What follows belongs to an exercise in optimizing a design on an open flow for small area; a production flow would make more cautious choices.
RTL that was checked went through simulation tests only; none was proved equivalent to the original.
The flow treats the clock pin as an ideal source, which a real chip does not have.

==> job 3584 <==
==> flow/design.v (excerpt) <==
module sd_slv_top(CLK, rst, CMD_i, CMD_o, CMD_oe, DATA_o, DATA_oe);
  input        CLK;
  input        rst;
  input        CMD_i;   
  output       CMD_o;   
  output       CMD_oe;  
  output [3:0] DATA_o;  
  output [3:0] DATA_oe; 
  wire         CMD;     
  wire  [ 5:0] ind;
  wire         ok;
  wire  [ 3:0] cmd_c;
  wire      e_acmd_41;
  wire         size;
  wire         rsp_end;
  wire         crc_clrq;
  wire         cmd_inq2;
  wire         crc_calc_enq;
  wire   [6:0] crc_clac;
  wire         rsp_oe;
  wire         rsp_od;
  wire         rsp_oe1;
  wire         rsp_od1;
  wire         crc_calc;
  wire         rsp_clrq;
  wire         rca_ok;
  wire [  9:0] blk_len_by;
  wire [  1:0] bus_width;
  wire [  2:0] c_state;
  wire [  9:0] start_add_q;
  wire       clr_mx;
  wire       din_mx;
  wire       cen_mx;
  wire       ind_clr;
  wire [3:0] rsp_sel =
    (cmd_c == 4'd10) ? (rca_ok ? 4'd0 : 4'd1) :
    (cmd_c == 4'd9 ) ? (rca_ok ? 4'd9 : 4'd1) :
    cmd_c;
  wire start_rsp = cmd_c != 4'd1;
  assign CMD    = rsp_oe1 ? rsp_od1 : CMD_i;
  assign CMD_o  = rsp_od1;
  assign CMD_oe = rsp_oe1;
  sd_slv_cmr u_cmr (
    .rst(rst),
    .clk(CLK),
    .cmd_in(CMD),
    .ind_clr(ind_clr),
    .size(size ),
    .ind(ind),
    .ok (ok ),
    .rsp_end(rsp_end),
    .acmd_06(cmd_c == 4'd4),
    .crc_clrq(crc_clrq),
    .cmd_inq2(cmd_inq2),
    .crc_calc_enq(crc_calc_enq),
    .crc_clac(crc_clac),
    .rca_ok(rca_ok),
    .cmd_16     (cmd_c == 4'd6),
    .cmd_17     (cmd_c == 4'd7),
    .blk_len_by (blk_len_by ),
    .bus_width  (bus_width  ),
    .start_add_q(start_add_q)
  );
  sd_slv_fsm u_fsm (
    .rst(rst),
    .clk(CLK),
    .ind(ind),
    .ok (ok ),
    .clr(clr_mx),
    .rsp_end(rsp_end),
    .rca_ok(rca_ok),
    .cmd_c(cmd_c),
    .e_acmd_41(e_acmd_41),
    .size(size),
    .c_state(c_state)
  );
  sd_slv_rsp u_rsp (
    .rst(rst),
    .clk(CLK),
    .sel (rsp_sel ),
    .cst (c_state ),
    .size(size),
    .crc  (crc_clac ),
    .start(start_rsp),
    .cmd_od (rsp_od ),
    .cmd_oe (rsp_oe ),
    .cmd_od1(rsp_od1),
    .cmd_oe1(rsp_oe1),
    .crc_calc(crc_calc),
    .crc_clrq(rsp_clrq),
    .ind_clr (ind_clr)
  );
  assign clr_mx=rsp_oe ? rsp_clrq : crc_clrq;
  assign din_mx=rsp_oe ? rsp_od   : cmd_inq2;
  assign cen_mx=rsp_oe ? crc_calc : crc_calc_enq;
  sd_slv_cr7 u_crc7 (
  ...
==> module sd_slv_rsp, before the edit <==
module sd_slv_rsp (
  rst, clk, sel, cst, size, crc, start, 
  cmd_od, cmd_oe, cmd_od1, cmd_oe1, 
  crc_calc, crc_clrq, ind_clr
);
  input          rst;
  input          clk;    
  input  [  3:0] sel;    
  input  [  2:0] cst;    
  input         size;    
  input  [  6:0] crc;    
  input        start;    
  output      cmd_od;    
  output      cmd_oe;    
  output      cmd_od1;   
  output      cmd_oe1;   
  output      crc_calc;
  output      crc_clrq;
  output      ind_clr;
  localparam S_CID=4'd0, S_ONE=4'd1, S_55=4'd2, S_41=4'd3, S_06=4'd4,
             S_07=4'd5, S_16=4'd6, S_17=4'd7, S_03=4'd8, S_CSD=4'd9;
  reg  [  7:0] cnt_q;
  wire [  7:0] cnt_i;
  reg  [  3:0] sel_q;
  reg  [  2:0] cst_q;
  reg  [  7:0] idx_q;
  reg          cmd_oe;
  wire         cmd_oei;
  reg          crc_clrq;
  wire         crc_clri;
  reg          cmd_oe1;
  wire         cmd_oe1i;
  reg          cmd_od1;
  wire         cmd_od1i;
  reg          cmd_od0;
  reg          crc_calc;
  wire         crc_calci;
  reg          crc_mux;
  wire         crc_muxi;
  reg  [  6:0] crc_q;
  wire [  6:0] crc_i;
  reg          ind_clr;
  wire         ind_clri;
  assign cnt_i=
  (start &&  size) ? 8'd137 :
  (start && !size) ? 8'd49  :
  (|cnt_q)                     ? (cnt_q - 8'd1) :
  cnt_q;
  reg [135:0] v;
  always @(*) begin
    case (sel_q)
      S_55 : v={2'b00,6'd55,19'd0,1'b0,cst_q,9'b000000000,8'b0000000_1,88'h0};
      S_41 : v={2'b00,6'd63,19'd0,1'b0,cst_q,9'b000100000,8'b1111111_1,88'h0};
      S_06 : v={2'b00,6'd6 ,19'd0,1'b0,cst_q,9'b000100000,8'b0000000_1,88'h0};
      S_07 : v={2'b00,6'd7 ,19'd0,1'b0,cst_q,9'b000000000,8'b0000000_1,88'h0};
      S_16 : v={2'b00,6'd16,19'd0,1'b0,cst_q,9'b000000000,8'b0000000_1,88'h0};
      S_17 : v={2'b00,6'd17,19'd0,1'b0,cst_q,9'b000000000,8'b0000000_1,88'h0};
      S_03 : v={8'b00_000011,16'h1234,16'h0,8'h01,88'h0};
      S_CID: v={8'b00_111111,127'h201234567,1'b1};
      S_CSD: v={8'b00_111111,127'h192da840000000000000000000,1'b1};
      default: v={136{1'b1}};
    endcase
  end
  assign cmd_od=(idx_q < 8'd136) ? v[8'd135 - idx_q] : 1'b0;
  assign cmd_oei=(!cmd_oe && start) || (cmd_oe && cnt_q != 8'd2);
  assign crc_clri=(cnt_q == 8'd1);
  assign cmd_oe1i =
  (!size && !cmd_oe1 && cnt_q == 8'd48 ) || 
  ( size && !cmd_oe1 && cnt_q == 8'd136) || 
  (          cmd_oe1 && cnt_q != 8'd0 );
  assign ind_clri=cmd_oe1i & ~cmd_oe1;
  assign crc_calci=
  (!crc_calc && start && !size) || 
  (!crc_calc && cnt_q == 8'd130   &&  size) || 
  ( crc_calc && cnt_q != 8'd10);
  assign crc_muxi=(!crc_mux && cnt_q == 8'd9) || (crc_mux && cnt_q != 8'd2);
  assign cmd_od1i=!crc_mux ? cmd_od0 : crc_q[6];
  assign crc_i   =!crc_mux ? crc : {crc_q[6:0], 1'b0};
  always @ (posedge clk or posedge rst) begin
    if(rst) begin
      cnt_q   <= 8'h0;
      cmd_oe  <= 1'b0;
      crc_clrq<= 1'b0;
      cmd_oe1 <= 1'b0;
      ind_clr <= 1'b0;
      crc_calc<= 1'b0;
      crc_mux <= 1'b0;
    end else begin
      cnt_q   <= cnt_i;
      cmd_oe  <= cmd_oei;
      crc_clrq<= crc_clri;
      cmd_oe1 <= cmd_oe1i;
      ind_clr <= ind_clri;
      crc_calc<= crc_calci;
      crc_mux <= crc_muxi;
    end
  end  
  always @ (posedge clk) begin
    if (!(|cnt_q)) begin
      sel_q <= sel;
      cst_q <= cst;
      idx_q <= 8'd0;
    end else if (!(idx_q[7] && idx_q[3])) begin
      idx_q <= idx_q + 8'd1;
    end
    cmd_od1 <= cmd_od1i;
    cmd_od0 <= cmd_od;
    crc_q   <= crc_i;
  end
endmodule
==> module sd_slv_rom, before the edit <==
module sd_slv_rom(a, e, s, q, ck);
  input  [ 9:0] a;  
  input         e;  
  input         s;  
  output [ 3:0] q;
  input         ck;
  wire   [ 3:0] O;
  wire   [ 3:0] d;
  reg    [ 3:0] q;
  always @ (posedge ck) q <= d;
  wire   z = a == 10'd0;
  assign O = a[8] ? a[7:4] : {a[3] | z, a[2], a[1] | z, a[0]};
  assign d=
  (e && ~s) ? O :
  (e &&  s) ? {q[0], q[3:1]} : 
  4'b1111;  
endmodule
export LEC_CHECK = 0
export CAP_MARGIN = 20
export CORE_MARGIN = 2
export CORE_UTILIZATION = 70
export PLACE_DENSITY = 0.85
export SLEW_MARGIN = 20
create_clock -name core_clock -period 10.0 [get_ports {CLK}]
standard.sh (not shown) runs the stock make flow with config.mk's settings and CLKGATE_MAP_FILE= SYNTH_SCRIPT=/design/flow/synth_recipe.tcl, a recipe that flattens the netlist after the stock synthesis.
==> flow/flow/run.sh <==
#!/bin/bash
# Own flow: the standard layout (standard.sh), with two changes:
# - the clock tree is built without dummy load cells, with sink clusters of
#   up to 35 registers within 80 um (CTS_ARGS replaces ORFS's
#   clock_tree_synthesis arguments);
# - the port buffers are the smallest buffer (BUFFER_PORTS_ARGS).
set -euo pipefail
export CTS_ARGS="-sink_clustering_enable -repair_clock_nets -sink_clustering_size 35 -sink_clustering_max_diameter 80 -dont_use_dummy_load"
export BUFFER_PORTS_ARGS="-buffer_cell sky130_fd_sc_hd__buf_1"
bash standard.sh > standard.log 2>&1
==> job 8661: changes against job 3584 <==
--- a/flow/design.v
+++ b/flow/design.v
@@ -256,4 +256,5 @@
   localparam S_CID=4'd0, S_ONE=4'd1, S_55=4'd2, S_41=4'd3, S_06=4'd4,
              S_07=4'd5, S_16=4'd6, S_17=4'd7, S_03=4'd8, S_CSD=4'd9;
+  reg        start_q;
   reg  [  7:0] cnt_q;
   wire [  7:0] cnt_i;
@@ -279,6 +280,6 @@
   wire         ind_clri;
   assign cnt_i=
-  (start &&  size) ? 8'd137 :
-  (start && !size) ? 8'd49  :
+  (start && !start_q &&  size) ? 8'd137 :
+  (start && !start_q && !size) ? 8'd49  :
   (|cnt_q)                     ? (cnt_q - 8'd1) :
   cnt_q;
@@ -299,5 +300,5 @@
   end
   assign cmd_od=(idx_q < 8'd136) ? v[8'd135 - idx_q] : 1'b0;
-  assign cmd_oei=(!cmd_oe && start) || (cmd_oe && cnt_q != 8'd2);
+  assign cmd_oei=(!cmd_oe && start && !start_q) || (cmd_oe && cnt_q != 8'd2);
   assign crc_clri=(cnt_q == 8'd1);
   assign cmd_oe1i =
@@ -307,5 +308,5 @@
   assign ind_clri=cmd_oe1i & ~cmd_oe1;
   assign crc_calci=
-  (!crc_calc && start && !size) || 
+  (!crc_calc && start && !start_q && !size) || 
   (!crc_calc && cnt_q == 8'd130   &&  size) || 
   ( crc_calc && cnt_q != 8'd10);
@@ -316,4 +317,5 @@
     if(rst) begin
       cnt_q   <= 8'h0;
+      start_q <= 1'b0;
       cmd_oe  <= 1'b0;
       crc_clrq<= 1'b0;
@@ -324,4 +326,5 @@
     end else begin
       cnt_q   <= cnt_i;
+      start_q <= start;
       cmd_oe  <= cmd_oei;
       crc_clrq<= crc_clri;
@@ -433,14 +436,63 @@
   output [ 3:0] q;
   input         ck;
-  wire   [ 3:0] O;
+  wire   [15:0] O;
   wire   [ 3:0] d;
   reg    [ 3:0] q;
   always @ (posedge ck) q <= d;
-  wire   z = a == 10'd0;
-  assign O = a[8] ? a[7:4] : {a[3] | z, a[2], a[1] | z, a[0]};
   assign d=
-  (e && ~s) ? O :
-  (e &&  s) ? {q[0], q[3:1]} : 
+  (e && ~s && a[9:8] == 2'h0) ? O[ 3: 0] :
+  (e && ~s && a[9:8] == 2'h1) ? O[ 7: 4] :
+  (e && ~s && a[9:8] == 2'h2) ? O[11: 8] :
+  (e && ~s && a[9:8] == 2'h3) ? O[15:12] :
+  (e &&  s                  ) ? {q[0], q[3:1]} : 
   4'b1111;  
+  localparam [255:0] INIT0 =
+    256'b1010101010101010101010101010101010101010101010101010101010101010101010101010101010101010101010101010101010101010101010101010101010101010101010101010101010101010101010101010101010101010101010101010101010101010101010101010101010101010101010101010101010101010;
+  localparam [255:0] INIT1 =
+    256'b1100110011001100110011001100110011001100110011001100110011001100110011001100110011001100110011001100110011001100110011001100110011001100110011001100110011001100110011001100110011001100110011001100110011001100110011001100110011001100110011001100110011001101;
+  localparam [255:0] INIT2 =
+    256'b1111000011110000111100001111000011110000111100001111000011110000111100001111000011110000111100001111000011110000111100001111000011110000111100001111000011110000111100001111000011110000111100001111000011110000111100001111000011110000111100001111000011110000;
+  localparam [255:0] INIT3 =
+    256'b1111111100000000111111110000000011111111000000001111111100000000111111110000000011111111000000001111111100000000111111110000000011111111000000001111111100000000111111110000000011111111000000001111111100000000111111110000000011111111000000001111111100000001;
+  localparam [255:0] INIT4 =
+    256'b1111111111111111000000000000000011111111111111110000000000000000111111111111111100000000000000001111111111111111000000000000000011111111111111110000000000000000111111111111111100000000000000001111111111111111000000000000000011111111111111110000000000000000;
+  localparam [255:0] INIT5 =
+    256'b1111111111111111111111111111111100000000000000000000000000000000111111111111111111111111111111110000000000000000000000000000000011111111111111111111111111111111000000000000000000000000000000001111111111111111111111111111111100000000000000000000000000000000;
+  localparam [255:0] INIT6 =
+    256'b1111111111111111111111111111111111111111111111111111111111111111000000000000000000000000000000000000000000000000000000000000000011111111111111111111111111111111111111111111111111111111111111110000000000000000000000000000000000000000000000000000000000000000;
+  localparam [255:0] INIT7 =
+    256'b1111111111111111111111111111111111111111111111111111111111111111111111111111111111111111111111111111111111111111111111111111111100000000000000000000000000000000000000000000000000000000000000000000000000000000000000000000000000000000000000000000000000000000;
+  localparam [255:0] INIT8 =
+    256'b1010101010101010101010101010101010101010101010101010101010101010101010101010101010101010101010101010101010101010101010101010101010101010101010101010101010101010101010101010101010101010101010101010101010101010101010101010101010101010101010101010101010101010;
+  localparam [255:0] INIT9 =
+    256'b1100110011001100110011001100110011001100110011001100110011001100110011001100110011001100110011001100110011001100110011001100110011001100110011001100110011001100110011001100110011001100110011001100110011001100110011001100110011001100110011001100110011001100;
+  localparam [255:0] INIT10 =
+    256'b1111000011110000111100001111000011110000111100001111000011110000111100001111000011110000111100001111000011110000111100001111000011110000111100001111000011110000111100001111000011110000111100001111000011110000111100001111000011110000111100001111000011110000;
+  localparam [255:0] INIT11 =
+    256'b1111111100000000111111110000000011111111000000001111111100000000111111110000000011111111000000001111111100000000111111110000000011111111000000001111111100000000111111110000000011111111000000001111111100000000111111110000000011111111000000001111111100000000;
+  localparam [255:0] INIT12 =
+    256'b1111111111111111000000000000000011111111111111110000000000000000111111111111111100000000000000001111111111111111000000000000000011111111111111110000000000000000111111111111111100000000000000001111111111111111000000000000000011111111111111110000000000000000;
+  localparam [255:0] INIT13 =
+    256'b1111111111111111111111111111111100000000000000000000000000000000111111111111111111111111111111110000000000000000000000000000000011111111111111111111111111111111000000000000000000000000000000001111111111111111111111111111111100000000000000000000000000000000;
+  localparam [255:0] INIT14 =
+    256'b1111111111111111111111111111111111111111111111111111111111111111000000000000000000000000000000000000000000000000000000000000000011111111111111111111111111111111111111111111111111111111111111110000000000000000000000000000000000000000000000000000000000000000;
+  localparam [255:0] INIT15 =
+    256'b1111111111111111111111111111111111111111111111111111111111111111111111111111111111111111111111111111111111111111111111111111111100000000000000000000000000000000000000000000000000000000000000000000000000000000000000000000000000000000000000000000000000000000;
+  assign O[0] = INIT0[a[7:0]];
+  assign O[1] = INIT1[a[7:0]];
+  assign O[2] = INIT2[a[7:0]];
+  assign O[3] = INIT3[a[7:0]];
+  assign O[4] = INIT4[a[7:0]];
+  assign O[5] = INIT5[a[7:0]];
+  assign O[6] = INIT6[a[7:0]];
+  assign O[7] = INIT7[a[7:0]];
+  assign O[8] = INIT8[a[7:0]];
+  assign O[9] = INIT9[a[7:0]];
+  assign O[10] = INIT10[a[7:0]];
+  assign O[11] = INIT11[a[7:0]];
+  assign O[12] = INIT12[a[7:0]];
+  assign O[13] = INIT13[a[7:0]];
+  assign O[14] = INIT14[a[7:0]];
+  assign O[15] = INIT15[a[7:0]];
 endmodule
 module sd_slv_adg (
==> flow/run.sh (new file) <==
#!/bin/bash
# synth_recipe.tcl (not shown) runs the flow's synth.tcl, then flattens the netlist and writes it again
# the make line also repeats each setting of config.mk as NAME=value (left out here)
make -C /OpenROAD-flow-scripts/flow DESIGN_CONFIG=/design/flow/config.mk WORK_HOME=/design/flow/orfs CLKGATE_MAP_FILE= SYNTH_SCRIPT=/design/flow/synth_recipe.tcl finish
Settings changed: CTS_CLUSTER_DIAMETER set to 60, CTS_CLUSTER_SIZE set to 30.
removed: flow/flow/run.sh
removed: flow/standard.sh
==> job 2892: changes against job 3584 <==
==> flow/run.sh (new file) <==
#!/bin/bash
# synth_recipe.tcl (not shown) runs the flow's synth.tcl, then flattens the netlist and writes it again
# the make line also repeats each setting of config.mk as NAME=value (left out here)
make -C /OpenROAD-flow-scripts/flow DESIGN_CONFIG=/design/flow/config.mk WORK_HOME=/design/flow/orfs CLKGATE_MAP_FILE= SYNTH_SCRIPT=/design/flow/synth_recipe.tcl finish
Settings changed: CTS_CLUSTER_DIAMETER set to 60, CTS_CLUSTER_SIZE set to 30.
removed: flow/flow/run.sh
removed: flow/standard.sh
==> metrics.yaml <==
run_status:
  status: "timing/DRC/antenna clean"
die:
  die_outline_area_um2: 16600
yosys:
  synthesis_stage_register_bit_count: 246
  yosys.area_share.adder_pct: 3.49
final_layout:
  area.growth.synth_to_final_pct: 5.85
  seq_area_share_pct: 50.7
  mostFrequentLayoutCell: "nor2_1"
power_and_ir_drop:
  netSwitchingPower_uw: 542
(the above is from job 8661)
==> metrics.yaml <==
drt:
  routed.top_layer: "met4"
final_layout:
  layout.area.top_class: "sequential cells"
  n_fill_cell: 1066
  area.growth.synth_to_final_pct: 3.47
  seq_area_share_pct: 51.5
worst_hold_path:
  holdCritStartpoint: "u_mem.u_c16B.C[15]$_SDFF_PP0_"
sta:
  setup_violations: 0
yosys:
  synth-async-reset-ratio_pct: 44.9
  yosys.cell_types.count: 69
  yosys.area_share.adder_pct: 3.27
die:
  die_outline_area_um2: 16600
power_and_ir_drop:
  netSwitchingPower_uw: 485
run_status:
  status: "timing/DRC/antenna clean"
(the above is from job 3584)
==> metrics.yaml <==
power_and_ir_drop:
  netSwitchingPower_uw: 564
run_status:
  status: "timing/DRC/antenna clean"
final_layout:
  area.growth.synth_to_final_pct: 6.17
  seq_area_share_pct: 50.2
  clock_buffers: 16
yosys:
  yosys.area_share.adder_pct: 3.27
  synthesis_stage_register_bit_count: 245
setup_path:
  worst_endpoint_required_time_ns: 8.00
die:
  die_outline_area_um2: 16600
(the above is from job 2892)
Only the layout flow was run in job 8661; the RTL was not checked for function there.

-- port drivers added, routing unchanged --
The flow's constraints put no driver on any port. The routed layouts listed below were extracted and timed again, unchanged, in two steps. Step 1, drivers: a clkbuf_16 drives CLK and a buf_2 each remaining input, both assumed. Step 2 moves the port delays by t, midway between the first and last clock arrival at a register: inputs arrive t later, outputs are due t later. That takes back most of the time a late clock gives input paths. Slacks: ideal / step 1 / step 2; pairs: ideal / step 1.
run	shift t [ns]	slack for setup (ns)	worst setup path at the end	pins driven straight from the clock port
job 3584	0.508	6.530 / 6.484 / 6.514	input to register	1
job 8661	0.532	6.168 / 6.125 / 6.332	input, reset recovery	1
job 2892	0.529	6.090 / 6.045 / 6.302	input to register	1
After both steps setup and hold are still met in every run listed. The setup slack of job 3584, which loses most, moves by -0.046 ns with the drivers and by -0.016 ns with both steps. Setup slack includes reset recovery checks.
